Background: an optimization exercise with open tools, aiming at small area and a short achievable clock period. Do not read the settings as production practice. Function was checked by simulation only, so behaviour that the tests miss may differ from the original. Power is estimated from default activity; no workload was simulated.

==> flow/design.v <==
module adder_tree
#(
    parameter   NB_IN               = 16,
    parameter   IN_WIDTH            = 16,
    parameter   OUT_WIDTH           = IN_WIDTH+NB_IN,
    parameter   USE_PIPE            = 0
)
(
    input   wire                        clk,
    input   wire                        aresetn,
    input   wire [NB_IN*IN_WIDTH-1:0]   data_in,
    input   wire                        data_in_en,
    output  reg [OUT_WIDTH-1:0]        data_out,
    output  reg                        data_out_en
);
wire s0;
wire c0;
wire s1;
wire c1;
wire s2;
wire c2;
wire s3;
wire c3;
wire s4;
wire c4;
wire s5;
wire c5;
wire s6;
wire c6;
wire s7;
wire c7;
wire s8;
wire c8;
wire s9;
wire c9;
wire s10;
wire c10;
wire s11;
wire c11;
wire s12;
wire c12;
wire s13;
wire c13;
wire s14;
wire c14;
wire s15;
wire c15;
wire s16;
wire c16;
wire s17;
wire c17;
wire s18;
wire c18;
wire s19;
wire c19;
wire s20;
wire c20;
wire s21;
wire c21;
wire s22;
wire c22;
wire s23;
wire c23;
wire s24;
wire c24;
wire s25;
wire c25;
wire s26;
wire c26;
wire s27;
wire c27;
wire s28;
wire c28;
wire s29;
wire c29;
wire s30;
wire c30;
wire s31;
wire c31;
wire s32;
wire c32;
wire s33;
wire c33;
wire s34;
wire c34;
wire s35;
wire c35;
wire s36;
wire c36;
wire s37;
wire c37;
wire s38;
wire c38;
wire s39;
wire c39;
wire s40;
wire c40;
wire s41;
wire c41;
wire s42;
wire c42;
wire s43;
wire c43;
wire s44;
wire c44;
wire s45;
wire c45;
wire s46;
wire c46;
wire s47;
wire c47;
wire s48;
wire c48;
wire s49;
wire c49;
wire s50;
wire c50;
wire s51;
wire c51;
wire s52;
wire c52;
wire s53;
wire c53;
wire s54;
wire c54;
wire s55;
wire c55;
wire s56;
wire c56;
wire s57;
wire c57;
wire s58;
wire c58;
wire s59;
wire c59;
wire s60;
wire c60;
wire s61;
wire c61;
wire s62;
wire c62;
wire s63;
wire c63;
wire s64;
wire c64;
wire s65;
wire c65;
wire s66;
wire c66;
wire s67;
wire c67;
wire s68;
wire c68;
wire s69;
wire c69;
wire s70;
wire c70;
wire s71;
wire c71;
wire s72;
wire c72;
wire s73;
wire c73;
wire s74;
wire c74;
wire s75;
wire c75;
wire s76;
wire c76;
wire s77;
wire c77;
wire s78;
wire c78;
wire s79;
wire c79;
wire s80;
wire c80;
wire s81;
wire c81;
wire s82;
wire c82;
wire s83;
wire c83;
wire s84;
wire c84;
wire s85;
wire c85;
wire s86;
wire c86;
wire s87;
wire c87;
wire s88;
wire c88;
wire s89;
wire c89;
wire s90;
wire c90;
wire s91;
wire c91;
wire s92;
wire c92;
wire s93;
wire c93;
wire s94;
wire c94;
wire s95;
wire c95;
wire s96;
wire c96;
wire s97;
wire c97;
wire s98;
wire c98;
wire s99;
wire c99;
wire s100;
wire c100;
wire s101;
wire c101;
wire s102;
wire c102;
wire s103;
wire c103;
wire s104;
wire c104;
wire s105;
wire c105;
wire s106;
wire c106;
wire s107;
wire c107;
wire s108;
wire c108;
wire s109;
wire c109;
wire s110;
wire c110;
wire s111;
wire c111;
wire s112;
wire c112;
wire s113;
wire c113;
wire s114;
wire c114;
wire s115;
wire c115;
wire s116;
wire c116;
wire s117;
wire c117;
wire s118;
wire c118;
wire s119;
wire c119;
wire s120;
wire c120;
wire s121;
wire c121;
wire s122;
wire c122;
wire s123;
wire c123;
wire s124;
wire c124;
wire s125;
wire c125;
wire s126;
wire c126;
wire s127;
wire c127;
reg [127:0] p1;
wire s128;
wire c128;
wire s129;
wire c129;
wire s130;
wire c130;
wire s131;
wire c131;
wire s132;
wire c132;
wire s133;
wire c133;
wire s134;
wire c134;
wire s135;
wire c135;
wire s136;
wire c136;
wire s137;
wire c137;
wire s138;
wire c138;
wire s139;
wire c139;
wire s140;
wire c140;
wire s141;
wire c141;
wire s142;
wire c142;
wire s143;
wire c143;
wire s144;
wire c144;
wire s145;
wire c145;
wire s146;
wire c146;
wire s147;
wire c147;
wire s148;
wire c148;
wire s149;
wire c149;
wire s150;
wire c150;
wire s151;
wire c151;
wire s152;
wire c152;
wire s153;
wire c153;
wire s154;
wire c154;
wire s155;
wire c155;
wire s156;
wire c156;
wire s157;
wire c157;
wire s158;
wire c158;
wire s159;
wire c159;
wire s160;
wire c160;
wire s161;
wire c161;
wire s162;
wire c162;
wire s163;
wire c163;
wire s164;
wire c164;
wire s165;
wire c165;
wire s166;
wire c166;
wire s167;
wire c167;
wire s168;
wire c168;
wire s169;
wire c169;
wire s170;
wire c170;
wire s171;
wire c171;
wire s172;
wire c172;
wire s173;
wire c173;
wire s174;
wire c174;
wire s175;
wire c175;
wire s176;
wire c176;
wire s177;
wire c177;
wire s178;
wire c178;
wire s179;
wire c179;
wire s180;
wire c180;
wire s181;
wire c181;
wire s182;
wire c182;
wire s183;
wire c183;
wire s184;
wire c184;
wire s185;
wire c185;
wire s186;
wire c186;
wire s187;
wire c187;
wire s188;
wire c188;
wire s189;
wire c189;
wire s190;
wire c190;
wire s191;
wire c191;
wire s192;
wire c192;
wire s193;
wire c193;
wire s194;
wire c194;
wire s195;
wire c195;
wire s196;
wire c196;
wire s197;
wire c197;
wire s198;
wire c198;
wire s199;
wire c199;
wire s200;
wire c200;
wire s201;
wire c201;
wire s202;
wire c202;
wire s203;
wire c203;
wire s204;
wire c204;
wire s205;
wire c205;
wire s206;
wire c206;
wire s207;
wire c207;
wire s208;
wire c208;
wire s209;
wire c209;
wire s210;
wire c210;
wire s211;
wire c211;
wire s212;
wire c212;
wire s213;
wire c213;
wire s214;
wire c214;
wire s215;
wire c215;
wire s216;
wire c216;
wire s217;
wire c217;
wire s218;
wire c218;
wire s219;
wire c219;
wire s220;
wire c220;
reg [34:0] p2;
wire [19:0] cpa_a = {1'b0, p2[33], p2[31], p2[29], p2[27], p2[25], p2[23], p2[21], p2[19], p2[17], p2[15], p2[13], p2[11], p2[10], p2[7], p2[5], p2[4], p2[3], p2[2], p2[0]};
wire [19:0] cpa_b = {1'b0, p2[34], p2[32], p2[30], p2[28], p2[26], p2[24], p2[22], p2[20], p2[18], p2[16], p2[14], p2[12], p2[9], p2[8], p2[6], 1'b0, 1'b0, 1'b0, p2[1]};
wire [19:0] cpa_s = cpa_a + cpa_b;
adder_tree_fa u_fa0 (.a(data_in[0]), .b(data_in[112]), .c(data_in[128]), .s(s0), .co(c0));
adder_tree_fa u_fa1 (.a(data_in[144]), .b(data_in[160]), .c(data_in[16]), .s(s1), .co(c1));
adder_tree_fa u_fa2 (.a(data_in[176]), .b(data_in[192]), .c(data_in[208]), .s(s2), .co(c2));
adder_tree_fa u_fa3 (.a(data_in[224]), .b(data_in[240]), .c(data_in[32]), .s(s3), .co(c3));
adder_tree_fa u_fa4 (.a(data_in[48]), .b(data_in[64]), .c(data_in[80]), .s(s4), .co(c4));
adder_tree_fa u_fa5 (.a(data_in[96]), .b(s0), .c(s1), .s(s5), .co(c5));
adder_tree_fa u_fa6 (.a(s2), .b(s3), .c(s4), .s(s6), .co(c6));
adder_tree_fa u_fa7 (.a(data_in[113]), .b(data_in[129]), .c(data_in[145]), .s(s7), .co(c7));
adder_tree_fa u_fa8 (.a(data_in[161]), .b(data_in[177]), .c(data_in[17]), .s(s8), .co(c8));
adder_tree_fa u_fa9 (.a(data_in[193]), .b(data_in[1]), .c(data_in[209]), .s(s9), .co(c9));
adder_tree_fa u_fa10 (.a(data_in[225]), .b(data_in[241]), .c(data_in[33]), .s(s10), .co(c10));
adder_tree_fa u_fa11 (.a(data_in[49]), .b(data_in[65]), .c(data_in[81]), .s(s11), .co(c11));
adder_tree_fa u_fa12 (.a(data_in[97]), .b(c0), .c(c1), .s(s12), .co(c12));
adder_tree_fa u_fa13 (.a(c2), .b(c3), .c(c4), .s(s13), .co(c13));
adder_tree_fa u_fa14 (.a(s10), .b(s11), .c(s7), .s(s14), .co(c14));
adder_tree_fa u_fa15 (.a(data_in[114]), .b(data_in[130]), .c(data_in[146]), .s(s15), .co(c15));
adder_tree_fa u_fa16 (.a(data_in[162]), .b(data_in[178]), .c(data_in[18]), .s(s16), .co(c16));
adder_tree_fa u_fa17 (.a(data_in[194]), .b(data_in[210]), .c(data_in[226]), .s(s17), .co(c17));
adder_tree_fa u_fa18 (.a(data_in[242]), .b(data_in[2]), .c(data_in[34]), .s(s18), .co(c18));
adder_tree_fa u_fa19 (.a(data_in[50]), .b(data_in[66]), .c(data_in[82]), .s(s19), .co(c19));
adder_tree_fa u_fa20 (.a(data_in[98]), .b(c10), .c(c11), .s(s20), .co(c20));
adder_tree_fa u_fa21 (.a(c7), .b(c8), .c(c9), .s(s21), .co(c21));
adder_tree_fa u_fa22 (.a(s15), .b(s16), .c(s17), .s(s22), .co(c22));
adder_tree_fa u_fa23 (.a(data_in[115]), .b(data_in[131]), .c(data_in[147]), .s(s23), .co(c23));
adder_tree_fa u_fa24 (.a(data_in[163]), .b(data_in[179]), .c(data_in[195]), .s(s24), .co(c24));
adder_tree_fa u_fa25 (.a(data_in[19]), .b(data_in[211]), .c(data_in[227]), .s(s25), .co(c25));
adder_tree_fa u_fa26 (.a(data_in[243]), .b(data_in[35]), .c(data_in[3]), .s(s26), .co(c26));
adder_tree_fa u_fa27 (.a(data_in[51]), .b(data_in[67]), .c(data_in[83]), .s(s27), .co(c27));
adder_tree_fa u_fa28 (.a(data_in[99]), .b(c15), .c(c16), .s(s28), .co(c28));
adder_tree_fa u_fa29 (.a(c17), .b(c18), .c(c19), .s(s29), .co(c29));
adder_tree_fa u_fa30 (.a(s23), .b(s24), .c(s25), .s(s30), .co(c30));
adder_tree_fa u_fa31 (.a(data_in[100]), .b(data_in[116]), .c(data_in[132]), .s(s31), .co(c31));
adder_tree_fa u_fa32 (.a(data_in[148]), .b(data_in[164]), .c(data_in[180]), .s(s32), .co(c32));
adder_tree_fa u_fa33 (.a(data_in[196]), .b(data_in[20]), .c(data_in[212]), .s(s33), .co(c33));
adder_tree_fa u_fa34 (.a(data_in[228]), .b(data_in[244]), .c(data_in[36]), .s(s34), .co(c34));
adder_tree_fa u_fa35 (.a(data_in[4]), .b(data_in[52]), .c(data_in[68]), .s(s35), .co(c35));
adder_tree_fa u_fa36 (.a(data_in[84]), .b(c23), .c(c24), .s(s36), .co(c36));
adder_tree_fa u_fa37 (.a(c25), .b(c26), .c(c27), .s(s37), .co(c37));
adder_tree_fa u_fa38 (.a(s31), .b(s32), .c(s33), .s(s38), .co(c38));
adder_tree_fa u_fa39 (.a(data_in[101]), .b(data_in[117]), .c(data_in[133]), .s(s39), .co(c39));
adder_tree_fa u_fa40 (.a(data_in[149]), .b(data_in[165]), .c(data_in[181]), .s(s40), .co(c40));
adder_tree_fa u_fa41 (.a(data_in[197]), .b(data_in[213]), .c(data_in[21]), .s(s41), .co(c41));
adder_tree_fa u_fa42 (.a(data_in[229]), .b(data_in[245]), .c(data_in[37]), .s(s42), .co(c42));
adder_tree_fa u_fa43 (.a(data_in[53]), .b(data_in[5]), .c(data_in[69]), .s(s43), .co(c43));
adder_tree_fa u_fa44 (.a(data_in[85]), .b(c31), .c(c32), .s(s44), .co(c44));
adder_tree_fa u_fa45 (.a(c33), .b(c34), .c(c35), .s(s45), .co(c45));
adder_tree_fa u_fa46 (.a(s39), .b(s40), .c(s41), .s(s46), .co(c46));
adder_tree_fa u_fa47 (.a(data_in[102]), .b(data_in[118]), .c(data_in[134]), .s(s47), .co(c47));
adder_tree_fa u_fa48 (.a(data_in[150]), .b(data_in[166]), .c(data_in[182]), .s(s48), .co(c48));
adder_tree_fa u_fa49 (.a(data_in[198]), .b(data_in[214]), .c(data_in[22]), .s(s49), .co(c49));
adder_tree_fa u_fa50 (.a(data_in[230]), .b(data_in[246]), .c(data_in[38]), .s(s50), .co(c50));
adder_tree_fa u_fa51 (.a(data_in[54]), .b(data_in[6]), .c(data_in[70]), .s(s51), .co(c51));
adder_tree_fa u_fa52 (.a(data_in[86]), .b(c39), .c(c40), .s(s52), .co(c52));
adder_tree_fa u_fa53 (.a(c41), .b(c42), .c(c43), .s(s53), .co(c53));
adder_tree_fa u_fa54 (.a(s47), .b(s48), .c(s49), .s(s54), .co(c54));
adder_tree_fa u_fa55 (.a(data_in[103]), .b(data_in[119]), .c(data_in[135]), .s(s55), .co(c55));
adder_tree_fa u_fa56 (.a(data_in[151]), .b(data_in[167]), .c(data_in[183]), .s(s56), .co(c56));
adder_tree_fa u_fa57 (.a(data_in[199]), .b(data_in[215]), .c(data_in[231]), .s(s57), .co(c57));
adder_tree_fa u_fa58 (.a(data_in[23]), .b(data_in[247]), .c(data_in[39]), .s(s58), .co(c58));
adder_tree_fa u_fa59 (.a(data_in[55]), .b(data_in[71]), .c(data_in[7]), .s(s59), .co(c59));
adder_tree_fa u_fa60 (.a(data_in[87]), .b(c47), .c(c48), .s(s60), .co(c60));
adder_tree_fa u_fa61 (.a(c49), .b(c50), .c(c51), .s(s61), .co(c61));
adder_tree_fa u_fa62 (.a(s55), .b(s56), .c(s57), .s(s62), .co(c62));
adder_tree_fa u_fa63 (.a(data_in[104]), .b(data_in[120]), .c(data_in[136]), .s(s63), .co(c63));
adder_tree_fa u_fa64 (.a(data_in[152]), .b(data_in[168]), .c(data_in[184]), .s(s64), .co(c64));
adder_tree_fa u_fa65 (.a(data_in[200]), .b(data_in[216]), .c(data_in[232]), .s(s65), .co(c65));
adder_tree_fa u_fa66 (.a(data_in[248]), .b(data_in[24]), .c(data_in[40]), .s(s66), .co(c66));
adder_tree_fa u_fa67 (.a(data_in[56]), .b(data_in[72]), .c(data_in[88]), .s(s67), .co(c67));
adder_tree_fa u_fa68 (.a(data_in[8]), .b(c55), .c(c56), .s(s68), .co(c68));
adder_tree_fa u_fa69 (.a(c57), .b(c58), .c(c59), .s(s69), .co(c69));
adder_tree_fa u_fa70 (.a(s63), .b(s64), .c(s65), .s(s70), .co(c70));
adder_tree_fa u_fa71 (.a(data_in[105]), .b(data_in[121]), .c(data_in[137]), .s(s71), .co(c71));
adder_tree_fa u_fa72 (.a(data_in[153]), .b(data_in[169]), .c(data_in[185]), .s(s72), .co(c72));
adder_tree_fa u_fa73 (.a(data_in[201]), .b(data_in[217]), .c(data_in[233]), .s(s73), .co(c73));
adder_tree_fa u_fa74 (.a(data_in[249]), .b(data_in[25]), .c(data_in[41]), .s(s74), .co(c74));
adder_tree_fa u_fa75 (.a(data_in[57]), .b(data_in[73]), .c(data_in[89]), .s(s75), .co(c75));
adder_tree_fa u_fa76 (.a(data_in[9]), .b(c63), .c(c64), .s(s76), .co(c76));
adder_tree_fa u_fa77 (.a(c65), .b(c66), .c(c67), .s(s77), .co(c77));
adder_tree_fa u_fa78 (.a(s71), .b(s72), .c(s73), .s(s78), .co(c78));
adder_tree_fa u_fa79 (.a(data_in[106]), .b(data_in[10]), .c(data_in[122]), .s(s79), .co(c79));
adder_tree_fa u_fa80 (.a(data_in[138]), .b(data_in[154]), .c(data_in[170]), .s(s80), .co(c80));
adder_tree_fa u_fa81 (.a(data_in[186]), .b(data_in[202]), .c(data_in[218]), .s(s81), .co(c81));
adder_tree_fa u_fa82 (.a(data_in[234]), .b(data_in[250]), .c(data_in[26]), .s(s82), .co(c82));
adder_tree_fa u_fa83 (.a(data_in[42]), .b(data_in[58]), .c(data_in[74]), .s(s83), .co(c83));
adder_tree_fa u_fa84 (.a(data_in[90]), .b(c71), .c(c72), .s(s84), .co(c84));
adder_tree_fa u_fa85 (.a(c73), .b(c74), .c(c75), .s(s85), .co(c85));
adder_tree_fa u_fa86 (.a(s79), .b(s80), .c(s81), .s(s86), .co(c86));
adder_tree_fa u_fa87 (.a(data_in[107]), .b(data_in[11]), .c(data_in[123]), .s(s87), .co(c87));
adder_tree_fa u_fa88 (.a(data_in[139]), .b(data_in[155]), .c(data_in[171]), .s(s88), .co(c88));
adder_tree_fa u_fa89 (.a(data_in[187]), .b(data_in[203]), .c(data_in[219]), .s(s89), .co(c89));
adder_tree_fa u_fa90 (.a(data_in[235]), .b(data_in[251]), .c(data_in[27]), .s(s90), .co(c90));
adder_tree_fa u_fa91 (.a(data_in[43]), .b(data_in[59]), .c(data_in[75]), .s(s91), .co(c91));
adder_tree_fa u_fa92 (.a(data_in[91]), .b(c79), .c(c80), .s(s92), .co(c92));
adder_tree_fa u_fa93 (.a(c81), .b(c82), .c(c83), .s(s93), .co(c93));
adder_tree_fa u_fa94 (.a(s87), .b(s88), .c(s89), .s(s94), .co(c94));
adder_tree_fa u_fa95 (.a(data_in[108]), .b(data_in[124]), .c(data_in[12]), .s(s95), .co(c95));
adder_tree_fa u_fa96 (.a(data_in[140]), .b(data_in[156]), .c(data_in[172]), .s(s96), .co(c96));
adder_tree_fa u_fa97 (.a(data_in[188]), .b(data_in[204]), .c(data_in[220]), .s(s97), .co(c97));
adder_tree_fa u_fa98 (.a(data_in[236]), .b(data_in[252]), .c(data_in[28]), .s(s98), .co(c98));
adder_tree_fa u_fa99 (.a(data_in[44]), .b(data_in[60]), .c(data_in[76]), .s(s99), .co(c99));
adder_tree_fa u_fa100 (.a(data_in[92]), .b(c87), .c(c88), .s(s100), .co(c100));
adder_tree_fa u_fa101 (.a(c89), .b(c90), .c(c91), .s(s101), .co(c101));
adder_tree_fa u_fa102 (.a(s95), .b(s96), .c(s97), .s(s102), .co(c102));
adder_tree_fa u_fa103 (.a(data_in[109]), .b(data_in[125]), .c(data_in[13]), .s(s103), .co(c103));
adder_tree_fa u_fa104 (.a(data_in[141]), .b(data_in[157]), .c(data_in[173]), .s(s104), .co(c104));
adder_tree_fa u_fa105 (.a(data_in[189]), .b(data_in[205]), .c(data_in[221]), .s(s105), .co(c105));
adder_tree_fa u_fa106 (.a(data_in[237]), .b(data_in[253]), .c(data_in[29]), .s(s106), .co(c106));
adder_tree_fa u_fa107 (.a(data_in[45]), .b(data_in[61]), .c(data_in[77]), .s(s107), .co(c107));
adder_tree_fa u_fa108 (.a(data_in[93]), .b(c95), .c(c96), .s(s108), .co(c108));
adder_tree_fa u_fa109 (.a(c97), .b(c98), .c(c99), .s(s109), .co(c109));
adder_tree_fa u_fa110 (.a(s103), .b(s104), .c(s105), .s(s110), .co(c110));
adder_tree_fa u_fa111 (.a(data_in[110]), .b(data_in[126]), .c(data_in[142]), .s(s111), .co(c111));
adder_tree_fa u_fa112 (.a(data_in[14]), .b(data_in[158]), .c(data_in[174]), .s(s112), .co(c112));
adder_tree_fa u_fa113 (.a(data_in[190]), .b(data_in[206]), .c(data_in[222]), .s(s113), .co(c113));
adder_tree_fa u_fa114 (.a(data_in[238]), .b(data_in[254]), .c(data_in[30]), .s(s114), .co(c114));
adder_tree_fa u_fa115 (.a(data_in[46]), .b(data_in[62]), .c(data_in[78]), .s(s115), .co(c115));
adder_tree_fa u_fa116 (.a(data_in[94]), .b(c103), .c(c104), .s(s116), .co(c116));
adder_tree_fa u_fa117 (.a(c105), .b(c106), .c(c107), .s(s117), .co(c117));
adder_tree_fa u_fa118 (.a(s111), .b(s112), .c(s113), .s(s118), .co(c118));
adder_tree_fa u_fa119 (.a(data_in[111]), .b(data_in[127]), .c(data_in[143]), .s(s119), .co(c119));
adder_tree_fa u_fa120 (.a(data_in[159]), .b(data_in[15]), .c(data_in[175]), .s(s120), .co(c120));
adder_tree_fa u_fa121 (.a(data_in[191]), .b(data_in[207]), .c(data_in[223]), .s(s121), .co(c121));
adder_tree_fa u_fa122 (.a(data_in[239]), .b(data_in[255]), .c(data_in[31]), .s(s122), .co(c122));
adder_tree_fa u_fa123 (.a(data_in[47]), .b(data_in[63]), .c(data_in[79]), .s(s123), .co(c123));
adder_tree_fa u_fa124 (.a(data_in[95]), .b(c111), .c(c112), .s(s124), .co(c124));
adder_tree_fa u_fa125 (.a(c113), .b(c114), .c(c115), .s(s125), .co(c125));
adder_tree_fa u_fa126 (.a(s119), .b(s120), .c(s121), .s(s126), .co(c126));
adder_tree_fa u_fa127 (.a(c119), .b(c120), .c(c121), .s(s127), .co(c127));
adder_tree_fa u_fa128 (.a(p1[2]), .b(p1[3]), .c(p1[4]), .s(s128), .co(c128));
adder_tree_fa u_fa129 (.a(p1[5]), .b(p1[6]), .c(p1[7]), .s(s129), .co(c129));
adder_tree_fa u_fa130 (.a(p1[8]), .b(s128), .c(s129), .s(s130), .co(c130));
adder_tree_fa u_fa131 (.a(p1[10]), .b(p1[11]), .c(p1[12]), .s(s131), .co(c131));
adder_tree_fa u_fa132 (.a(p1[13]), .b(p1[14]), .c(p1[15]), .s(s132), .co(c132));
adder_tree_fa u_fa133 (.a(p1[16]), .b(p1[9]), .c(c128), .s(s133), .co(c133));
adder_tree_fa u_fa134 (.a(c129), .b(s131), .c(s132), .s(s134), .co(c134));
adder_tree_fa u_fa135 (.a(c130), .b(s133), .c(s134), .s(s135), .co(c135));
adder_tree_fa u_fa136 (.a(p1[17]), .b(p1[18]), .c(p1[19]), .s(s136), .co(c136));
adder_tree_fa u_fa137 (.a(p1[20]), .b(p1[21]), .c(p1[22]), .s(s137), .co(c137));
adder_tree_fa u_fa138 (.a(p1[23]), .b(p1[24]), .c(c131), .s(s138), .co(c138));
adder_tree_fa u_fa139 (.a(c132), .b(s136), .c(s137), .s(s139), .co(c139));
adder_tree_fa u_fa140 (.a(c133), .b(c134), .c(s138), .s(s140), .co(c140));
adder_tree_fa u_fa141 (.a(s139), .b(c135), .c(s140), .s(s141), .co(c141));
adder_tree_fa u_fa142 (.a(p1[25]), .b(p1[26]), .c(p1[27]), .s(s142), .co(c142));
adder_tree_fa u_fa143 (.a(p1[28]), .b(p1[29]), .c(p1[30]), .s(s143), .co(c143));
adder_tree_fa u_fa144 (.a(p1[31]), .b(p1[32]), .c(c136), .s(s144), .co(c144));
adder_tree_fa u_fa145 (.a(c137), .b(s142), .c(s143), .s(s145), .co(c145));
adder_tree_fa u_fa146 (.a(c138), .b(c139), .c(s144), .s(s146), .co(c146));
adder_tree_fa u_fa147 (.a(s145), .b(c140), .c(s146), .s(s147), .co(c147));
adder_tree_fa u_fa148 (.a(p1[33]), .b(p1[34]), .c(p1[35]), .s(s148), .co(c148));
adder_tree_fa u_fa149 (.a(p1[36]), .b(p1[37]), .c(p1[38]), .s(s149), .co(c149));
adder_tree_fa u_fa150 (.a(p1[39]), .b(p1[40]), .c(c142), .s(s150), .co(c150));
adder_tree_fa u_fa151 (.a(c143), .b(s148), .c(s149), .s(s151), .co(c151));
adder_tree_fa u_fa152 (.a(c144), .b(c145), .c(s150), .s(s152), .co(c152));
adder_tree_fa u_fa153 (.a(s151), .b(c146), .c(s152), .s(s153), .co(c153));
adder_tree_fa u_fa154 (.a(p1[41]), .b(p1[42]), .c(p1[43]), .s(s154), .co(c154));
adder_tree_fa u_fa155 (.a(p1[44]), .b(p1[45]), .c(p1[46]), .s(s155), .co(c155));
adder_tree_fa u_fa156 (.a(p1[47]), .b(p1[48]), .c(c148), .s(s156), .co(c156));
adder_tree_fa u_fa157 (.a(c149), .b(s154), .c(s155), .s(s157), .co(c157));
adder_tree_fa u_fa158 (.a(c150), .b(c151), .c(s156), .s(s158), .co(c158));
adder_tree_fa u_fa159 (.a(s157), .b(c152), .c(s158), .s(s159), .co(c159));
adder_tree_fa u_fa160 (.a(p1[49]), .b(p1[50]), .c(p1[51]), .s(s160), .co(c160));
adder_tree_fa u_fa161 (.a(p1[52]), .b(p1[53]), .c(p1[54]), .s(s161), .co(c161));
adder_tree_fa u_fa162 (.a(p1[55]), .b(p1[56]), .c(c154), .s(s162), .co(c162));
adder_tree_fa u_fa163 (.a(c155), .b(s160), .c(s161), .s(s163), .co(c163));
adder_tree_fa u_fa164 (.a(c156), .b(c157), .c(s162), .s(s164), .co(c164));
adder_tree_fa u_fa165 (.a(s163), .b(c158), .c(s164), .s(s165), .co(c165));
adder_tree_fa u_fa166 (.a(p1[57]), .b(p1[58]), .c(p1[59]), .s(s166), .co(c166));
adder_tree_fa u_fa167 (.a(p1[60]), .b(p1[61]), .c(p1[62]), .s(s167), .co(c167));
adder_tree_fa u_fa168 (.a(p1[63]), .b(p1[64]), .c(c160), .s(s168), .co(c168));
adder_tree_fa u_fa169 (.a(c161), .b(s166), .c(s167), .s(s169), .co(c169));
adder_tree_fa u_fa170 (.a(c162), .b(c163), .c(s168), .s(s170), .co(c170));
adder_tree_fa u_fa171 (.a(s169), .b(c164), .c(s170), .s(s171), .co(c171));
adder_tree_fa u_fa172 (.a(p1[65]), .b(p1[66]), .c(p1[67]), .s(s172), .co(c172));
adder_tree_fa u_fa173 (.a(p1[68]), .b(p1[69]), .c(p1[70]), .s(s173), .co(c173));
adder_tree_fa u_fa174 (.a(p1[71]), .b(p1[72]), .c(c166), .s(s174), .co(c174));
adder_tree_fa u_fa175 (.a(c167), .b(s172), .c(s173), .s(s175), .co(c175));
adder_tree_fa u_fa176 (.a(c168), .b(c169), .c(s174), .s(s176), .co(c176));
adder_tree_fa u_fa177 (.a(s175), .b(c170), .c(s176), .s(s177), .co(c177));
adder_tree_fa u_fa178 (.a(p1[73]), .b(p1[74]), .c(p1[75]), .s(s178), .co(c178));
adder_tree_fa u_fa179 (.a(p1[76]), .b(p1[77]), .c(p1[78]), .s(s179), .co(c179));
adder_tree_fa u_fa180 (.a(p1[79]), .b(p1[80]), .c(c172), .s(s180), .co(c180));
adder_tree_fa u_fa181 (.a(c173), .b(s178), .c(s179), .s(s181), .co(c181));
adder_tree_fa u_fa182 (.a(c174), .b(c175), .c(s180), .s(s182), .co(c182));
adder_tree_fa u_fa183 (.a(s181), .b(c176), .c(s182), .s(s183), .co(c183));
adder_tree_fa u_fa184 (.a(p1[81]), .b(p1[82]), .c(p1[83]), .s(s184), .co(c184));
adder_tree_fa u_fa185 (.a(p1[84]), .b(p1[85]), .c(p1[86]), .s(s185), .co(c185));
adder_tree_fa u_fa186 (.a(p1[87]), .b(p1[88]), .c(c178), .s(s186), .co(c186));
adder_tree_fa u_fa187 (.a(c179), .b(s184), .c(s185), .s(s187), .co(c187));
adder_tree_fa u_fa188 (.a(c180), .b(c181), .c(s186), .s(s188), .co(c188));
adder_tree_fa u_fa189 (.a(s187), .b(c182), .c(s188), .s(s189), .co(c189));
adder_tree_fa u_fa190 (.a(p1[89]), .b(p1[90]), .c(p1[91]), .s(s190), .co(c190));
adder_tree_fa u_fa191 (.a(p1[92]), .b(p1[93]), .c(p1[94]), .s(s191), .co(c191));
adder_tree_fa u_fa192 (.a(p1[95]), .b(p1[96]), .c(c184), .s(s192), .co(c192));
adder_tree_fa u_fa193 (.a(c185), .b(s190), .c(s191), .s(s193), .co(c193));
adder_tree_fa u_fa194 (.a(c186), .b(c187), .c(s192), .s(s194), .co(c194));
adder_tree_fa u_fa195 (.a(s193), .b(c188), .c(s194), .s(s195), .co(c195));
adder_tree_fa u_fa196 (.a(p1[100]), .b(p1[101]), .c(p1[102]), .s(s196), .co(c196));
adder_tree_fa u_fa197 (.a(p1[103]), .b(p1[104]), .c(p1[97]), .s(s197), .co(c197));
adder_tree_fa u_fa198 (.a(p1[98]), .b(p1[99]), .c(c190), .s(s198), .co(c198));
adder_tree_fa u_fa199 (.a(c191), .b(s196), .c(s197), .s(s199), .co(c199));
adder_tree_fa u_fa200 (.a(c192), .b(c193), .c(s198), .s(s200), .co(c200));
adder_tree_fa u_fa201 (.a(s199), .b(c194), .c(s200), .s(s201), .co(c201));
adder_tree_fa u_fa202 (.a(p1[105]), .b(p1[106]), .c(p1[107]), .s(s202), .co(c202));
adder_tree_fa u_fa203 (.a(p1[108]), .b(p1[109]), .c(p1[110]), .s(s203), .co(c203));
adder_tree_fa u_fa204 (.a(p1[111]), .b(p1[112]), .c(c196), .s(s204), .co(c204));
adder_tree_fa u_fa205 (.a(c197), .b(s202), .c(s203), .s(s205), .co(c205));
adder_tree_fa u_fa206 (.a(c198), .b(c199), .c(s204), .s(s206), .co(c206));
adder_tree_fa u_fa207 (.a(s205), .b(c200), .c(s206), .s(s207), .co(c207));
adder_tree_fa u_fa208 (.a(p1[113]), .b(p1[114]), .c(p1[115]), .s(s208), .co(c208));
adder_tree_fa u_fa209 (.a(p1[116]), .b(p1[117]), .c(p1[118]), .s(s209), .co(c209));
adder_tree_fa u_fa210 (.a(p1[119]), .b(p1[120]), .c(c202), .s(s210), .co(c210));
adder_tree_fa u_fa211 (.a(c203), .b(s208), .c(s209), .s(s211), .co(c211));
adder_tree_fa u_fa212 (.a(c204), .b(c205), .c(s210), .s(s212), .co(c212));
adder_tree_fa u_fa213 (.a(s211), .b(c206), .c(s212), .s(s213), .co(c213));
adder_tree_fa u_fa214 (.a(p1[121]), .b(p1[122]), .c(p1[123]), .s(s214), .co(c214));
adder_tree_fa u_fa215 (.a(p1[124]), .b(p1[125]), .c(p1[126]), .s(s215), .co(c215));
adder_tree_fa u_fa216 (.a(c208), .b(c209), .c(s214), .s(s216), .co(c216));
adder_tree_fa u_fa217 (.a(s215), .b(c210), .c(c211), .s(s217), .co(c217));
adder_tree_fa u_fa218 (.a(s216), .b(c212), .c(s217), .s(s218), .co(c218));
adder_tree_fa u_fa219 (.a(p1[127]), .b(c214), .c(c215), .s(s219), .co(c219));
adder_tree_fa u_fa220 (.a(c216), .b(s219), .c(c217), .s(s220), .co(c220));
always @(posedge clk) begin
    p1 <= {c127, s127, c126, c125, c124, c123, c122, s126, s125, s124, c118, c117, c116, s123, s122, s118, s117, s116, c110, c109, c108, s115, s114, s110, s109, s108, c102, c101, c100, s107, s106, s102, s101, s100, c94, c93, c92, s99, s98, s94, s93, s92, c86, c85, c84, s91, s90, s86, s85, s84, c78, c77, c76, s83, s82, s78, s77, s76, c70, c69, c68, s75, s74, s70, s69, s68, c62, c61, c60, s67, s66, s62, s61, s60, c54, c53, c52, s59, s58, s54, s53, s52, c46, c45, c44, s51, s50, s46, s45, s44, c38, c37, c36, s43, s42, s38, s37, s36, c30, c29, c28, s35, s34, s30, s29, s28, c22, c21, c20, s27, s26, s22, s21, s20, c14, c13, c12, s19, s18, s14, s13, s12, c6, c5, s9, s8, s6, s5};
    p2 <= {c220, c219, s220, c218, s218, c213, s213, c207, s207, c201, s201, c195, s195, c189, s189, c183, s183, c177, s177, c171, s171, c165, s165, c159, s159, c153, s153, c147, s147, c141, s141, s135, s130, p1[1], p1[0]};
    data_out <= {12'd0, cpa_s};
end
reg [1:0] en_pipe;
always @(posedge clk or negedge aresetn) begin
    if (!aresetn) begin
        en_pipe <= 0;
        data_out_en <= 1'b0;
    end else begin
        en_pipe <= {en_pipe[0:0], data_in_en};
        data_out_en <= en_pipe[1];
    end
end
endmodule
module adder_tree_fa (input wire a, input wire b, input wire c, output wire s, output wire co);
assign s  = a ^ b ^ c;
assign co = (a & b) | (a & c) | (b & c);
endmodule
==> flow/run.sh <==
#!/bin/bash
# synth_recipe.tcl (not shown) runs the flow's synth.tcl, then flattens the netlist and writes it again
# the make line also repeats each setting of config.mk as NAME=value (left out here)
make -C /OpenROAD-flow-scripts/flow DESIGN_CONFIG=/design/flow/config.mk WORK_HOME=/design/flow/orfs CLKGATE_MAP_FILE= SYNTH_SCRIPT=/design/flow/synth_recipe.tcl finish
==> flow/config.mk <==
export PLATFORM = sky130hd
export DESIGN_NAME = adder_tree
export DESIGN_NICKNAME = adder_tree
export VERILOG_FILES = /design/flow/design.v
export SDC_FILE = /design/flow/constraint.sdc
export NUM_CORES = 4
export LEC_CHECK = 0
export CAP_MARGIN = 20
export CORE_MARGIN = 2
export CORE_UTILIZATION = 40
export SLEW_MARGIN = 20
export SYNTH_HIERARCHICAL = 1
export SYNTH_MINIMUM_KEEP_SIZE = 0
==> flow/constraint.sdc <==
create_clock -name core_clock -period 7.0 [get_ports {clk}]
set_input_delay 1.4000 -clock core_clock [delete_from_list [all_inputs] [get_ports {clk}]]
set_output_delay 1.4000 -clock core_clock [all_outputs]
set_load 0.01 [all_outputs]
==> impl_metrics.json, run 1 <==
{
  "report.final.hold_viol_count": 0,
  "io_buffer_count": 279,
  "floorplan.initialDensity_pct": 40.6,
  "ctsHoldBuffers": 0,
  "num_vias": 5001,
  "maxCapViolations": 0,
  "fin_crit_ps": 2720,
  "grt_max_degree": 19,
  "grt_pass1_wl_mm": 30.4,
  "path_cells": "clkdlybuf4s50_1",
  "final_common_cell": "clkdlybuf4s50_1",
  "timing.fmax_mhz": 367,
  "drtIter0Drc": 154,
  "finalPower_mw": 4.92,
  "fin_setup_tns_ps": 0,
  "setup_viol": 0,
  "row_count": 55,
  "avgSynthCellArea_um2": 16.9,
  "skew_ps": 10.1,
  "ys_seq_area_share_pct": 40.8,
  "final_layout_size_suffix_gt1_share_pct": 5.31,
  "fin_crit_sh_pct": 38.9,
  "cts-root-buf": "clkbuf_16",
  "area_delta_synth_final_pct": 40.0,
  "p_leak_nw": 4.97,
  "cts_resized": 0,
  "diodes": 0,
  "ys_warn_count": 7,
  "worst_setup_path_end_kind": "output port",
  "grt.total_usage_pct": 16.6,
  "clk_path_buf_depth": 2,
  "final_nets": 1332,
  "viasPerCell": 4.41,
  "postCtsSetupBuffers": 0,
  "netlist_instances": 542,
  "core_um2": 22600,
  "drtAntennaViolNets": 0,
  "crit_path_max_incr_delay_ps": 550,
  "drt_pass1_iterations": 4,
  "die_w_um": 155,
  "start_kind": "flip-flop",
  "routed_wl_mm": 18.6,
  "crit_fanout": 1,
  "die-area_um2": 24100,
  "path_delay_family": "buffers and inverters",
  "cts_tree": "yes",
  "post-dp-hpwl_mm": 16.6,
  "clkTransAtPathRegs_ps": 70,
  "synth_cell_types": 46,
  "h-tree-depth": 4,
  "ys_ff_latch": 186,
  "final_cell_mix": "279 x clkdlybuf4s50_1, 221 x fa_1, 183 x dfxtp_1, 17 x ha_1, 17 x clkbuf_16",
  "synth_edf_count": 0,
  "syn_area_um2": 9160,
  "clkLatencyLatePin_ps": 430,
  "status": "complete, no violations",
  "clock_sinks": 186,
  "ir_drop_mv": 0.221,
  "cts_buffers": 17,
  "async_flop_share_pct": 1.61,
  "die_h_um": 155,
  "place.gp.congestion": 0.794,
  "power_density_nw_per_um2": 384,
  "rsz0062_at_grt": "false",
  "hold_path_class": "reg2reg",
  "slew_violations": 0,
  "critical_path_buf_inv_count": 1,
  "antenna_found_initial": 0,
  "drc": 0,
  "cpMaxStageDelayCell": "clkdlybuf4s50_1",
  "path_class": "reg2out",
  "grt_pass1_vias": 6159,
  "arrival_ps": 1320,
  "synth_flop_cell": "dfxtp_1",
  "wl_per_cell_um": 16.4,
  "boundaryPins": 292,
  "globalRouteOverflowTotal": 0,
  "required_ps": 5600
}
-- cells in the mapped netlist, drive strengths merged, types with 6 or more instances --
library cell / n / area (um2)
nand2: 8 / 30.0
xnor2: 9 / 78.8
o21ai: 6 / 30.0
xor2: 6 / 52.6
ha: 17 / 213
nand3: 8 / 40.0
dfxtp: 183 / 3660
nor2: 10 / 37.5
buf: 15 / 111
a21oi: 13 / 83.8
fa: 221 / 4420
-- cell type report --
cell class,count,area [um2]
fill,1777,9740
multi-input combinational,348,5340
sequential,186,3740
timing repair buffer,279,2790
clock buffer,18,439
tap,285,357
clock inverter,14,150
inverter,3,11.3
-- final timing paths --
path                                    endpoint  cells after the start                  from  slack [ps]
min                                p2[1]$_DFF_P_                      0         p1[1]$_DFF_P_         330
max in group asynchronous  data_out_en$_DFF_PN0_                      1               aresetn        5700
min in group asynchronous   en_pipe[0]$_DFF_PN0_                      1               aresetn        1160
max                                 data_out[15]                      1  data_out[15]$_DFF_P_        4280
max reg2reg                        p2[6]$_DFF_P_                      4        p1[17]$_DFF_P_        4630
min reg2reg                        p2[1]$_DFF_P_                      0         p1[1]$_DFF_P_         330
-- registers in the layout, indices dropped and copies added, names as in the netlist --
register     count
data_out        20
data_out_en      1
en_pipe          2
p1             128
p2              35
-- metrics by stage --
step / cell area [um2] / setup slack, ps / hold slack [ps] / std cells / util [%]
finish: 12800 / 4280 / 333 / 1133 / 56.8
global route: 12800 / 4210 / 347 / 1133 / 56.8
floorplan: 9210 / 4510 / 310 / 553 / -
CTS: 12800 / 4250 / 334 / 1133 / 56.8
global placement: 12200 / 3990 / 325 / 1101 / 54.2
detailed placement: 12200 / 3990 / 319 / 1101 / 54.2
-- cell families after synthesis --
| logic type | Yosys count | synth area share, % |
|---|---|---|
| fa+ha+maj | 238 | 50.6 |
| flops | 186 | 40.8 |
| compound gates | 41 | 3.40 |
| simple gates | 41 | 2.24 |
| buf+inv | 19 | 1.38 |
| xor+xnor | 15 | 1.43 |
| other cells | 1 | 0.0409 |
| mux | 1 | 0.109 |
-- metal layers --
metal | GRT usage, % | part of all wire (%) | vias up
met5 | 0 | 0 | -
met4 | 5.64 | 1.9 | 0
met3 | 3.87 | 6.0 | 22
met2 | 29.7 | 53 | 193
met1 | 19.7 | 39 | 2474
li1 | - | - | 2312
-- where the power goes --
| part | leakage [nW] | internal [mW] | switching (mW) | total (mW) |
|---|---|---|---|---|
| Combinational | 3.11 | 1.19 | 1.18 | 2.36 |
| Sequential | 1.58 | 1.46 | 0.158 | 1.61 |
| Clock | 0.288 | 0.516 | 0.431 | 0.947 |
-- Yosys stat by module (local to each module, per instance) --
module | flops+latches | cell area, um2 | times used
adder_tree_fa | 0 | 20.0 | 221
adder_tree | 186 | 4740 | 1
==> run 2: changes to the inputs <==
==> flow/flow/run.sh (new file) <==
#!/bin/bash
# Own layout flow: the standard ORFS flow (standard.sh, unchanged synthesis),
# with the port buffers chosen explicitly (small buf_1 on inputs, buf_2 on outputs)
# instead of the default clkdlybuf4s50_1 delay buffers.
set -euo pipefail
here=$(pwd)
export PRE_GLOBAL_PLACE_TCL=$here/flow/pre_gp.tcl
export CTS_ARGS="-sink_clustering_enable -repair_clock_nets -dont_use_dummy_load"
bash standard.sh > $here/orfs_flow.log 2>&1
==> flow/flow/pre_gp.tcl (new file) <==
# Sourced by ORFS global_place.tcl before it buffers the ports: make its
# buffer_ports call put buf_1 on every input and buf_2 on every output.
rename buffer_ports orfs_buffer_ports
proc buffer_ports { args } {
  orfs_buffer_ports -inputs -buffer_cell sky130_fd_sc_hd__buf_1
  orfs_buffer_ports -outputs -buffer_cell sky130_fd_sc_hd__buf_2
}
==> flow/standard.sh (new file) <==
#!/bin/bash
# synth_recipe.tcl (not shown) runs the flow's synth.tcl, then flattens the netlist and writes it again
# the make line also repeats each setting of config.mk as NAME=value (left out here)
make -C /OpenROAD-flow-scripts/flow DESIGN_CONFIG=/design/flow/config.mk WORK_HOME=/design/flow/orfs CLKGATE_MAP_FILE= SYNTH_SCRIPT=/design/flow/synth_recipe.tcl "${@:-finish}"
removed: flow/run.sh
==> impl_metrics.json, run 2 <==
{
  "ys_seq_area_share_pct": 40.8,
  "ir_drop_mv": 0.161,
  "netlist_instances": 542,
  "regToRegSetupSlack_ps": 4630,
  "path_cells": "fa_1 > fa_1 > fa_1 > fa_1",
  "required_ps": 7270,
  "grt_max_degree": 20,
  "nFillCells": 2005,
  "rsz0062_at_grt": "false",
  "syn_area_um2": 9160,
  "fin_setup_tns_ps": 0,
  "path_class": "reg2reg",
  "final_cell_mix": "258 x buf_1, 221 x fa_1, 183 x dfxtp_1, 21 x buf_2",
  "setup_viol": 0,
  "ctsHoldBuffers": 0,
  "globalRouteOverflowTotal": 0,
  "regMostFlops": "p1",
  "synth.most_common_cell": "fa_1",
  "start_kind": "flip-flop",
  "synthSimpleGateAreaFrac_pct": 2.24,
  "clock_sinks": 186,
  "multi_input_area_um2": 5340,
  "maxCapViolations": 0,
  "area_delta_synth_final_pct": 19.4,
  "postCtsSetupBuffers": 0,
  "grt.total_usage_pct": 14.8,
  "synth_cell_types": 46,
  "critical_path_buf_inv_count": 0,
  "crit_fanout": 1,
  "skew_ps": 22.2,
  "drtAntennaViolNets": 0,
  "cts-root-buf": "clkbuf_16",
  "synth_flop_cell": "dfxtp_1",
  "grt_pass1_vias": 5734,
  "clkTransAtPathRegs_ps": 70,
  "synth_top_family_by_area": "adder cells",
  "die_w_um": 155,
  "p_leak_nw": 4.19,
  "drtIter0Drc": 138,
  "die_h_um": 155,
  "cts_tree": "yes",
  "largest_reg_flops": 128,
  "core_um2": 22600,
  "ys_ff_latch": 186,
  "finalPower_mw": 4.57,
  "cts_buffers": 17,
  "top_regs": "p1: 128 flops, p2: 35 flops, data_out: 20 flops",
  "synth-xor-area-share_pct": 1.43,
  "num_vias": 4926,
  "clk_path_buf_depth": 2,
  "boundaryPins": 292,
  "post-dp-hpwl_mm": 14.5,
  "fin_crit_sh_pct": 33.8,
  "slew_violations": 0,
  "io_buffer_count": 279,
  "synth_compound_area_share_pct": 3.40,
  "final_layout_size_suffix_gt1_share_pct": 6.12,
  "cts_resized": 0,
  "diodes": 0,
  "floorplan.initialDensity_pct": 40.6,
  "crit_top_cell": "fa_1",
  "report.final.hold_viol_count": 0,
  "place.gp.congestion": 0.779,
  "viasPerCell": 4.41,
  "final_common_cell": "buf_1",
  "synth_edf_count": 0,
  "clkLatencyLatePin_ps": 410,
  "routed_wl_mm": 16.3,
  "arrival_ps": 2640,
  "avgSynthCellArea_um2": 16.9,
  "antenna_found_initial": 0,
  "ys_top_cells_by_count": "221 x fa_1, 183 x dfxtp_1, 17 x ha_1, 12 x buf_4",
  "die-area_um2": 24100,
  "final_nets": 1332,
  "worst_setup_path_end_kind": "flip-flop",
  "h-tree-depth": 4,
  "drc": 0,
  "power_density_nw_per_um2": 417,
  "timing.fmax_mhz": 423,
  "synth_mux_area_share_pct": 0.109,
  "grt_pass1_wl_mm": 27.3,
  "path_delay_family": "adder cells",
  "crit_path_max_incr_delay_ps": 600,
  "seqCellArea_um2": 3740,
  "fin_crit_ps": 2370,
  "synth_top_area_share_pct": 48.3,
  "netlist_top_cells_area": "fa_1 48%, dfxtp_1 40%, ha_1 2.3%",
  "drt_pass1_iterations": 5,
  "synth_top_cell_by_area": "fa_1",
  "row_count": 55,
  "cpMaxStageDelayCell": "fa_1",
  "status": "complete, no violations",
  "async_flop_share_pct": 1.61,
  "hold_path_class": "reg2reg",
  "wl_per_cell_um": 14.6,
  "ys_warn_count": 7,
  "synth-adder-area-share_pct": 50.6
}
[run 2: layout make-up]
type	instances	share of cell area, %
clock buffer	17	3.89
inverter	3	0.103
multi-input combinational	348	48.8
sequential	186	34.2
tap	285	3.26
timing repair buffer	279	9.81
[run 2: metal layers]
metal,global-route usage [%],up-vias,wire [um]
met3,3.76,16,1020
li1,-,2286,-
met2,25.5,194,8450
met4,4.02,0,213
met1,18.6,2430,6620
met5,0,-,0
[run 2: worst reg2reg max path: stages, from the launching register on]
cell and delay, ps:
dfxtp_1 320, fa_1 600, fa_1 440, fa_1 400
fa_1 470
[run 2: modules after synthesis, one instance, submodules excluded]
module         copies in the design  flip-flops and latches
adder_tree                        1                     186
adder_tree_fa                   221                       0
[run 2: power breakdown]
part	leakage (nW)	internal, mW	total (mW)	switching [mW]
Sequential	1.58	1.46	1.61	0.154
Clock	0.209	0.423	0.766	0.344
Combinational	2.40	1.03	2.19	1.16
Total	4.19	2.91	4.57	1.66
[run 2: cells by family (layout without fill, tap and decap cells)]
logic type      count (synthesis)  count (layout)
compound gates                 41              41
xor+xnor                       15              15
fa+ha+maj                     238             238
buf+inv                        19             299
flops                         186             186
mux                             1               1
other cells                     1              12
simple gates                   41              41
[run 2: final timing paths]
kind,start,end,cells after the start
max,p1[13]$_DFF_P_,p2[4]$_DFF_P_,4
min,p1[0]$_DFF_P_,p2[0]$_DFF_P_,0
max reg2reg,p1[13]$_DFF_P_,p2[4]$_DFF_P_,4
min reg2reg,p1[0]$_DFF_P_,p2[0]$_DFF_P_,0
max in group asynchronous,aresetn,data_out_en$_DFF_PN0_,1
min in group asynchronous,aresetn,en_pipe[0]$_DFF_PN0_,1
[run 2: per-stage QoR]
step	setup WS [ps]	cells	hold WS, ps	area (um2)	utilization (%)
after floorplan	4510	553	310	9210	-
after detailed placement	4300	1101	318	10500	46.6
after CTS	4600	1118	331	10900	48.5
after global placement	4300	1101	332	10500	46.6
after global routing	4540	1118	329	10900	48.5
final	4630	1118	333	10900	48.5
==> run 3: changes to the inputs <==
--- a/flow/flow/run.sh
+++ b/flow/flow/run.sh
@@ -5,5 +5,4 @@
 set -euo pipefail
 here=$(pwd)
 export PRE_GLOBAL_PLACE_TCL=$here/flow/pre_gp.tcl
-export CTS_ARGS="-sink_clustering_enable -repair_clock_nets -dont_use_dummy_load"
 bash standard.sh > $here/orfs_flow.log 2>&1
==> impl_metrics.json, run 3 <==
{
  "status": "complete, no violations",
  "cpMaxStageDelayCell": "fa_1",
  "critical_path_buf_inv_count": 0,
  "top_regs": "p1: 128 flops, p2: 35 flops, data_out: 20 flops",
  "arrival_ps": 2660,
  "wl_per_cell_um": 14.5,
  "rsz0062_at_grt": "false",
  "num_vias": 4952,
  "slew_violations": 0,
  "final_common_cell": "buf_1",
  "maxCapViolations": 0,
  "synth_top_family_by_area": "adder cells",
  "routed_wl_mm": 16.4,
  "fin_crit_ps": 2360,
  "p_leak_nw": 4.28,
  "clock_sinks": 186,
  "drt_pass1_iterations": 4,
  "grt.total_usage_pct": 15.0,
  "place_inst": 1101,
  "die_h_um": 155,
  "globalRouteOverflowTotal": 0,
  "ir_drop_mv": 0.165,
  "viasPerCell": 4.37,
  "clkTransAtPathRegs_ps": 70,
  "path_cells": "fa_1 > fa_1 > fa_1 > fa_1",
  "post-dp-hpwl_mm": 14.5,
  "boundaryPins": 292,
  "netlist_instances": 542,
  "cts_resized": 0,
  "synth_top_area_share_pct": 48.3,
  "final_nets": 1332,
  "place.gp.congestion": 0.779,
  "io_buffer_count": 279,
  "ys_ff_latch": 186,
  "drtAntennaViolNets": 0,
  "antenna_found_initial": 0,
  "diodes": 0,
  "grt_pass1_vias": 5775,
  "grt_max_degree": 20,
  "synthSimpleGateAreaFrac_pct": 2.24,
  "floorplan.initialDensity_pct": 40.6,
  "nFillCells": 1990,
  "cts_tree": "yes",
  "final_cell_mix": "258 x buf_1, 221 x fa_1, 183 x dfxtp_1, 21 x buf_2",
  "largest_reg_flops": 128,
  "final_layout_size_suffix_gt1_share_pct": 7.78,
  "clk_path_buf_depth": 2,
  "drtIter0Drc": 161,
  "core_um2": 22600,
  "synth.most_common_cell": "fa_1",
  "synth_edf_count": 0,
  "required_ps": 7300,
  "drc": 0,
  "ys_top_cells_by_count": "221 x fa_1, 183 x dfxtp_1, 17 x ha_1, 12 x buf_4",
  "clkLatencyLatePin_ps": 420,
  "ys_warn_count": 7,
  "synth_cell_types": 46,
  "crit_top_cell": "fa_1",
  "timing.fmax_mhz": 424,
  "netlist_top_cells_area": "fa_1 48%, dfxtp_1 40%, ha_1 2.3%",
  "synth-xor-area-share_pct": 1.43,
  "setup_viol": 0,
  "synth_flop_cell": "dfxtp_1",
  "start_kind": "flip-flop",
  "cts-root-buf": "clkbuf_16",
  "h-tree-depth": 4,
  "synth_top_cell_by_area": "fa_1",
  "die-area_um2": 24100,
  "row_count": 55,
  "crit_path_max_incr_delay_ps": 600,
  "avgSynthCellArea_um2": 16.9,
  "synth-adder-area-share_pct": 50.6,
  "hold_path_class": "reg2reg",
  "final_cells": 1133,
  "ys_seq_area_share_pct": 40.8,
  "syn_area_um2": 9160,
  "fin_setup_tns_ps": 0,
  "skew_ps": 13.3,
  "crit_fanout": 1,
  "regMostFlops": "p1",
  "path_delay_family": "adder cells",
  "die_w_um": 155,
  "postCtsSetupBuffers": 0,
  "ctsHoldBuffers": 0,
  "grt_pass1_wl_mm": 27.6,
  "fin_crit_sh_pct": 33.7,
  "synth_mux_area_share_pct": 0.109,
  "report.final.hold_viol_count": 0,
  "path_class": "reg2reg",
  "synth_compound_area_share_pct": 3.40,
  "async_flop_share_pct": 1.61,
  "area_delta_synth_final_pct": 21.3,
  "cts_buffers": 17,
  "power_density_nw_per_um2": 429,
  "worst_setup_path_end_kind": "flip-flop"
}
[run 3: cell counts after synthesis]
No cell type changed its count.
[run 3: worst reg2reg max path: stages, from the launching register on]
cell	delay (ps)
dfxtp_1	320
fa_1	600
fa_1	440
fa_1	400
fa_1	470
[run 3: cell type report]
type / instances / area (um2) / area share, %
multi-input combinational: 348 / 5340 / 48.0
sequential: 186 / 3740 / 33.6
timing repair buffer: 279 / 1070 / 9.65
clock buffer: 17 / 425 / 3.83
tap: 285 / 357 / 3.21
clock inverter: 15 / 174 / 1.56
inverter: 3 / 11.3 / 0.101
[run 3: routing by layer]
metal	share of wire [%]	vias up	track usage, %
li1	-	2305	-
met1	41	2439	18.9
met2	52	193	25.6
met3	6.3	15	3.76
met4	1.2	0	4.67
met5	0	-	0
[run 3: power by group]
| part | switching (mW) | internal, mW |
|---|---|---|
| Combinational | 1.16 | 1.03 |
| Sequential | 0.153 | 1.46 |
| Clock | 0.455 | 0.513 |
[run 3: cells by family after synthesis]
group                    count (synthesis)
buffers and inverters                   19
AND/OR/NAND/NOR                         41
flip-flops                             186
other                                    1
AO/OA/AOI/OAI                           41
XOR/XNOR                                15
multiplexers                             1
adder cells (fa/ha/maj)                238
[run 3: path summary, 6_finish.rpt]
path / start / end / slack (ps) / cells past startpoint
min in group asynchronous: aresetn / en_pipe[0]$_DFF_PN0_ / 770 / 1
min reg2reg: p1[0]$_DFF_P_ / p2[0]$_DFF_P_ / 340 / 0
max: p1[13]$_DFF_P_ / p2[4]$_DFF_P_ / 4640 / 4
max in group asynchronous: aresetn / data_out_en$_DFF_PN0_ / 6070 / 1
min: p1[0]$_DFF_P_ / p2[0]$_DFF_P_ / 340 / 0
max reg2reg: p1[13]$_DFF_P_ / p2[4]$_DFF_P_ / 4640 / 4
[run 3: modules after synthesis, one instance, submodules excluded]
module / cells / area, um2
adder_tree: 321 / 4740
adder_tree_fa: 1 / 20.0
[run 3: per-stage QoR]
step	cell area, um2	hold slack (ps)	total power [mW]	utilization [%]	worst slack [ps]
4_1_cts	11100	340	4.89	49.3	4620
3_5_place_dp	10500	318	3.90	46.6	4300
2_1_floorplan	9210	310	3.20	-	4510
6_report	11100	339	4.77	49.3	4640
5_1_grt	11100	339	5.30	49.3	4550
3_3_place_gp	10500	332	3.85	46.6	4300
==> run 4: changes to the inputs <==
--- a/flow/flow/run.sh
+++ b/flow/flow/run.sh
@@ -5,4 +5,5 @@
 set -euo pipefail
 here=$(pwd)
 export PRE_GLOBAL_PLACE_TCL=$here/flow/pre_gp.tcl
+export CTS_ARGS="-sink_clustering_enable -repair_clock_nets -dont_use_dummy_load -buf_list sky130_fd_sc_hd__clkbuf_8"
 bash standard.sh > $here/orfs_flow.log 2>&1
==> impl_metrics.json, run 4 <==
{
  "netlist_instances": 542,
  "synth_edf_count": 0,
  "cts_buffers": 17,
  "ys_ff_latch": 186,
  "hp-start": "p1[0]$_DFF_P_",
  "fin_crit_sh_pct": 34.0,
  "p_leak_nw": 4.10,
  "die-area_um2": 24100,
  "seqPwrFrac_pct": 37.1,
  "place.gp.congestion": 0.779,
  "viasPerCell": 4.39,
  "ctsHoldBuffers": 0,
  "timing.fmax_mhz": 421,
  "ys_warn_count": 7,
  "critical_path_buf_inv_count": 0,
  "top_regs": "p1: 128 flops, p2: 35 flops, data_out: 20 flops",
  "wl_per_cell_um": 14.6,
  "antenna_found_initial": 0,
  "floorplan.initialDensity_pct": 40.6,
  "path_delay_family": "adder cells",
  "pwr-share-clk_pct": 12.3,
  "crit_fanout": 1,
  "clk_path_buf_depth": 2,
  "post-dp-hpwl_mm": 14.5,
  "final_common_cell": "buf_1",
  "synth_top_cell_by_area": "fa_1",
  "grt_pass1_vias": 5771,
  "final_nets": 1332,
  "required_ps": 7310,
  "h-tree-depth": 4,
  "whs_ps": 330,
  "cpMaxStageDelayCell": "fa_1",
  "async_flop_share_pct": 1.61,
  "p_sw_mw": 1.64,
  "hold_path_class": "reg2reg",
  "start_kind": "flip-flop",
  "largest_reg_flops": 128,
  "pwr-share-comb_pct": 50.6,
  "r2r_end": "p2[4]$_DFF_P_",
  "netlist_top_cells_area": "fa_1 48%, dfxtp_1 40%, ha_1 2.3%",
  "hold_path_depth": 0,
  "worst_r2r_path_depth": 4,
  "path_class": "reg2reg",
  "clkLatencyLatePin_ps": 460,
  "setup_slack_ps": 4620,
  "drt_pass1_iterations": 4,
  "p_sw_share_pct": 37.8,
  "io_buffer_count": 279,
  "syn_area_um2": 9160,
  "die_w_um": 155,
  "synth_top_area_share_pct": 48.3,
  "cts_tree": "yes",
  "avgSynthCellArea_um2": 16.9,
  "final_cell_mix": "258 x buf_1, 221 x fa_1, 183 x dfxtp_1, 21 x buf_2",
  "globalRouteOverflowTotal": 0,
  "crit_top_cell": "fa_1",
  "core_um2": 22600,
  "maxCapViolations": 0,
  "status": "complete, no violations",
  "fin_setup_tns_ps": 0,
  "regMostFlops": "p1",
  "setup_viol": 0,
  "arrival_ps": 2690,
  "drtIter0Drc": 149,
  "drtAntennaViolNets": 0,
  "power_density_nw_per_um2": 403,
  "final_cells": 1118,
  "ys_top_cells_by_count": "221 x fa_1, 183 x dfxtp_1, 17 x ha_1, 12 x buf_4",
  "ys_seq_area_share_pct": 40.8,
  "num_vias": 4912,
  "grt_max_degree": 20,
  "report.final.hold_viol_count": 0,
  "row_count": 55,
  "boundaryPins": 292,
  "slew_violations": 0,
  "postCtsSetupBuffers": 0,
  "diodes": 0,
  "final_layout_size_suffix_gt1_share_pct": 6.12,
  "regToRegSetupSlack_ps": 4620,
  "cts_resized": 0,
  "cts-root-buf": "clkbuf_8",
  "crit_path_max_incr_delay_ps": 600,
  "fin_crit_ps": 2380,
  "routed_wl_mm": 16.3,
  "place_inst": 1101,
  "place_ws_ps": 4300,
  "ir_drop_mv": 0.141,
  "area_delta_synth_final_pct": 17.4,
  "synth_cell_types": 46,
  "path_cells": "fa_1 > fa_1 > fa_1 > fa_1",
  "worst_setup_path_end_kind": "flip-flop",
  "worstHoldEndpoint": "p2[0]$_DFF_P_",
  "finalPower_mw": 4.33,
  "rsz0062_at_grt": "false",
  "synth_flop_cell": "dfxtp_1",
  "skew_ps": 34.5,
  "grt_pass1_wl_mm": 27.3,
  "clock_sinks": 186,
  "grt.total_usage_pct": 14.9,
  "die_h_um": 155,
  "clkTransAtPathRegs_ps": 90,
  "nFillCells": 2024,
  "drc": 0,
  "synth.most_common_cell": "fa_1",
  "p_int_mw": 2.70,
  "r2r-start": "p1[13]$_DFF_P_"
}
==> run 4: changes by cell type in the layout (fill, tap and decap cells not counted), sizes merged <==
cell / before / now
inv: 12 / 3
clkinv: 4 / 0
bufinv: 1 / 0
clkinvlp: 1 / 0
==> run 4: worst max-delay path by stage <==
| stage | start | to | slack, ps | cells past startpoint |
|---|---|---|---|---|
| 6_report | p1[13]$_DFF_P_ | p2[4]$_DFF_P_ | 4620 | 4 |
| 2_1_floorplan | data_in[109] | p1[104]$_DFF_P_ | 4510 | 2 |
| 4_1_cts | p1[17]$_DFF_P_ | p2[6]$_DFF_P_ | 4590 | 4 |
| 5_1_grt | p1[25]$_DFF_P_ | p2[8]$_DFF_P_ | 4540 | 4 |
| 3_3_place_gp | data_in[19] | p1[24]$_DFF_P_ | 4300 | 3 |
| 3_5_place_dp | data_in[19] | p1[24]$_DFF_P_ | 4300 | 3 |
==> run 4: layout make-up <==
class	instances	area (um2)	share of cell area, %
multi-input cells	348	5340	49.7
repair buffers	279	1070	9.98
inverters	3	11.3	0.105
clock buffers	17	234	2.18
flip-flops and latches	186	3740	34.8
well taps	285	357	3.32
==> run 4: kinds of logic (layout without fill, tap and decap cells) <==
| logic type | count (synthesis) | after routing | share of synthesized area, % |
|---|---|---|---|
| AO/OA/AOI/OAI | 41 | 41 | 3.40 |
| XOR/XNOR | 15 | 15 | 1.43 |
| adder cells (fa/ha/maj) | 238 | 238 | 50.6 |
| buffers and inverters | 19 | 299 | 1.38 |
| flip-flops | 186 | 186 | 40.8 |
| multiplexers | 1 | 1 | 0.109 |
| other | 1 | 12 | 0.0409 |
| AND/OR/NAND/NOR | 41 | 41 | 2.24 |
==> run 4: stage by stage <==
stage	cell area, um2	utilization [%]
final	10800	47.6
after global routing	10800	47.6
after CTS	10800	47.6
after detailed placement	10500	46.6
after global placement	10500	46.6
after floorplan	9210	-
==> run 4: modules after synthesis (local to each module, per instance) <==
module         cells inside  area [um2]  copies in the design  flip-flops and latches
adder_tree              321        4740                     1                     186
adder_tree_fa             1        20.0                   221                       0
==> run 4: worst register-to-register path, cell delays in order, from the launching register on <==
cell and delay (ps):
dfxtp_1 330, fa_1 600, fa_1 440, fa_1 400, fa_1 470
==> run 4: per-layer routing <==
metal | up-vias | track usage (%) | part of all wire [%]
li1 | 2286 | - | -
met1 | 2422 | 18.5 | 41
met2 | 188 | 25.5 | 52
met3 | 16 | 3.93 | 6.3
met4 | 0 | 4.67 | 1.4
met5 | - | 0 | 0
==> run 4: power by group through the flow <==
stage / registers, mW / logic [mW] / clock network, mW
after global routing: 1.65 / 2.60 / 0.605
after floorplan: 1.63 / 1.57 / 0
after global placement: 1.64 / 2.21 / 0
after detailed placement: 1.65 / 2.25 / 0
after CTS: 1.62 / 2.27 / 0.561
final: 1.61 / 2.19 / 0.534
==> run 5: changes to the inputs <==
--- a/flow/config.mk
+++ b/flow/config.mk
@@ -7,7 +7,7 @@
 export LEC_CHECK = 0
 export CAP_MARGIN = 20
 export CORE_MARGIN = 2
-export CORE_UTILIZATION = 40
+export CORE_UTILIZATION = 60
 export SLEW_MARGIN = 20
 export SYNTH_HIERARCHICAL = 1
 export SYNTH_MINIMUM_KEEP_SIZE = 0
==> impl_metrics.json, run 5 <==
{
  "status": "complete, no violations",
  "row_count": 45,
  "critical_path_buf_inv_count": 0,
  "setup_slack_ps": 4640,
  "cpMaxStageDelayCell": "fa_1",
  "final_cells": 1021,
  "path_class": "reg2reg",
  "required_ps": 7290,
  "maxCapViolations": 0,
  "viasPerCell": 4.86,
  "boundaryPins": 292,
  "place_inst": 1004,
  "crit_path_max_incr_delay_ps": 530,
  "fin_setup_tns_ps": 0,
  "synth_edf_count": 0,
  "die-area_um2": 16300,
  "place.gp.congestion": 0.791,
  "clk_path_buf_depth": 2,
  "cts_buffers": 17,
  "synth_top_cell_by_area": "fa_1",
  "area_delta_synth_final_pct": 16.0,
  "final_common_cell": "buf_1",
  "antenna_found_initial": 0,
  "clock_sinks": 186,
  "routed_wl_mm": 15.4,
  "ys_seq_area_share_pct": 40.8,
  "fin_crit_ps": 2360,
  "diodes": 0,
  "start_kind": "flip-flop",
  "crit_top_cell": "fa_1",
  "path_cells": "fa_1 > fa_1 > fa_1 > fa_1",
  "synth_top_area_share_pct": 48.3,
  "h-tree-depth": 4,
  "grt.total_usage_pct": 21.2,
  "regMostFlops": "p1",
  "postCtsSetupBuffers": 0,
  "clkLatencyLatePin_ps": 430,
  "finalPower_mw": 4.29,
  "ctsHoldBuffers": 0,
  "power_density_nw_per_um2": 403,
  "p_leak_nw": 4.10,
  "largest_reg_flops": 128,
  "synth_cell_types": 46,
  "final_cell_mix": "258 x buf_1, 221 x fa_1, 183 x dfxtp_1, 21 x buf_2",
  "cts_resized": 0,
  "timing.fmax_mhz": 424,
  "globalRouteOverflowTotal": 0,
  "clkTransAtPathRegs_ps": 90,
  "slew_violations": 0,
  "drtIter0Drc": 117,
  "cts_tree": "yes",
  "place_ws_ps": 4350,
  "final_nets": 1332,
  "netlist_top_cells_area": "fa_1 48%, dfxtp_1 40%, ha_1 2.3%",
  "rsz0062_at_grt": "false",
  "fin_crit_sh_pct": 33.7,
  "setup_viol": 0,
  "die_h_um": 128,
  "nFillCells": 1084,
  "path_delay_family": "adder cells",
  "crit_fanout": 1,
  "ys_ff_latch": 186,
  "synth_flop_cell": "dfxtp_1",
  "grt_pass1_vias": 5856,
  "cts-root-buf": "clkbuf_8",
  "floorplan.initialDensity_pct": 60.7,
  "avgSynthCellArea_um2": 16.9,
  "drtAntennaViolNets": 0,
  "arrival_ps": 2650,
  "io_buffer_count": 279,
  "core_um2": 15100,
  "hold_path_class": "reg2reg",
  "report.final.hold_viol_count": 0,
  "num_vias": 4965,
  "ys_top_cells_by_count": "221 x fa_1, 183 x dfxtp_1, 17 x ha_1, 12 x buf_4",
  "drc": 0,
  "skew_ps": 21.8,
  "final_layout_size_suffix_gt1_share_pct": 6.12,
  "async_flop_share_pct": 1.61,
  "whs_ps": 335,
  "post-dp-hpwl_mm": 13.6,
  "ys_warn_count": 7,
  "drt_pass1_iterations": 4,
  "grt_pass1_wl_mm": 26.4,
  "netlist_instances": 542,
  "synth.most_common_cell": "fa_1",
  "ir_drop_mv": 0.167,
  "wl_per_cell_um": 15.0,
  "worst_setup_path_end_kind": "flip-flop",
  "top_regs": "p1: 128 flops, p2: 35 flops, data_out: 20 flops",
  "grt_max_degree": 17,
  "die_w_um": 128,
  "syn_area_um2": 9160
}
==> run 5: per-module statistics from Yosys (local to each module, per instance) <==
module / times used / flip-flops and latches / cells
adder_tree_fa: 221 / 0 / 1
adder_tree: 1 / 186 / 321
==> run 5: report_power, final <==
group | internal [mW] | total [mW] | switching [mW]
Sequential | 1.46 | 1.61 | 0.156
Clock | 0.215 | 0.515 | 0.300
Combinational | 1.02 | 2.16 | 1.14
==> run 5: cell type report <==
type	count	area [um2]	area share (%)
sequential	186	3740	35.2
clock buffer	17	234	2.20
inverter	3	11.3	0.106
tap	188	235	2.21
timing repair buffer	279	1070	10.1
multi-input combinational	348	5340	50.2
==> run 5: path summary, 6_finish.rpt <==
check / startpoint / endpoint / slack, ps / cells after the start
worst max-delay path: p1[41]$_DFF_P_ / p2[12]$_DFF_P_ / 4640 / 4
worst min-delay path: p1[1]$_DFF_P_ / p2[1]$_DFF_P_ / 330 / 0
worst max register to register: p1[41]$_DFF_P_ / p2[12]$_DFF_P_ / 4640 / 4
worst min register to register: p1[1]$_DFF_P_ / p2[1]$_DFF_P_ / 330 / 0
max in group asynchronous: aresetn / en_pipe[1]$_DFF_PN0_ / 6100 / 1
min in group asynchronous: aresetn / en_pipe[0]$_DFF_PN0_ / 750 / 1
==> run 5: logic make-up after synthesis <==
kind of cell | count (synthesis) | share of synthesized area, %
muxes | 1 | 0.109
DFF | 186 | 40.8
xor gates and xnor gates | 15 | 1.43
adders and majority gates | 238 | 50.6
and+or+nand+nor | 41 | 2.24
other | 1 | 0.0409
buffers and inverters | 19 | 1.38
AOI/OAI and AO/OA | 41 | 3.40
==> run 5: per-layer routing <==
metal | track usage (%) | share of wire, % | vias to the layer above
li1 | - | - | 2288
met1 | 25.2 | 37 | 2500
met2 | 39.2 | 56 | 165
met3 | 4.86 | 5.5 | 12
met4 | 4.91 | 1.1 | 0
met5 | 0 | 0 | -
==> run 5: per-stage QoR <==
stage / util [%] / cell area [um2]
after floorplan: - / 9210
after global placement: 68.9 / 10400
after detailed placement: 68.9 / 10400
after global routing: 70.5 / 10600
after CTS: 70.5 / 10600
final: 70.5 / 10600

Re-timed with assumed drivers on the ports (clkbuf_16 on the clock, buf_2 on other inputs), run 5 has 4.636 ns of setup slack against 4.644 ns with ideal ports, and 4.330 ns once port delays also move by the mid clock arrival of 0.455 ns.
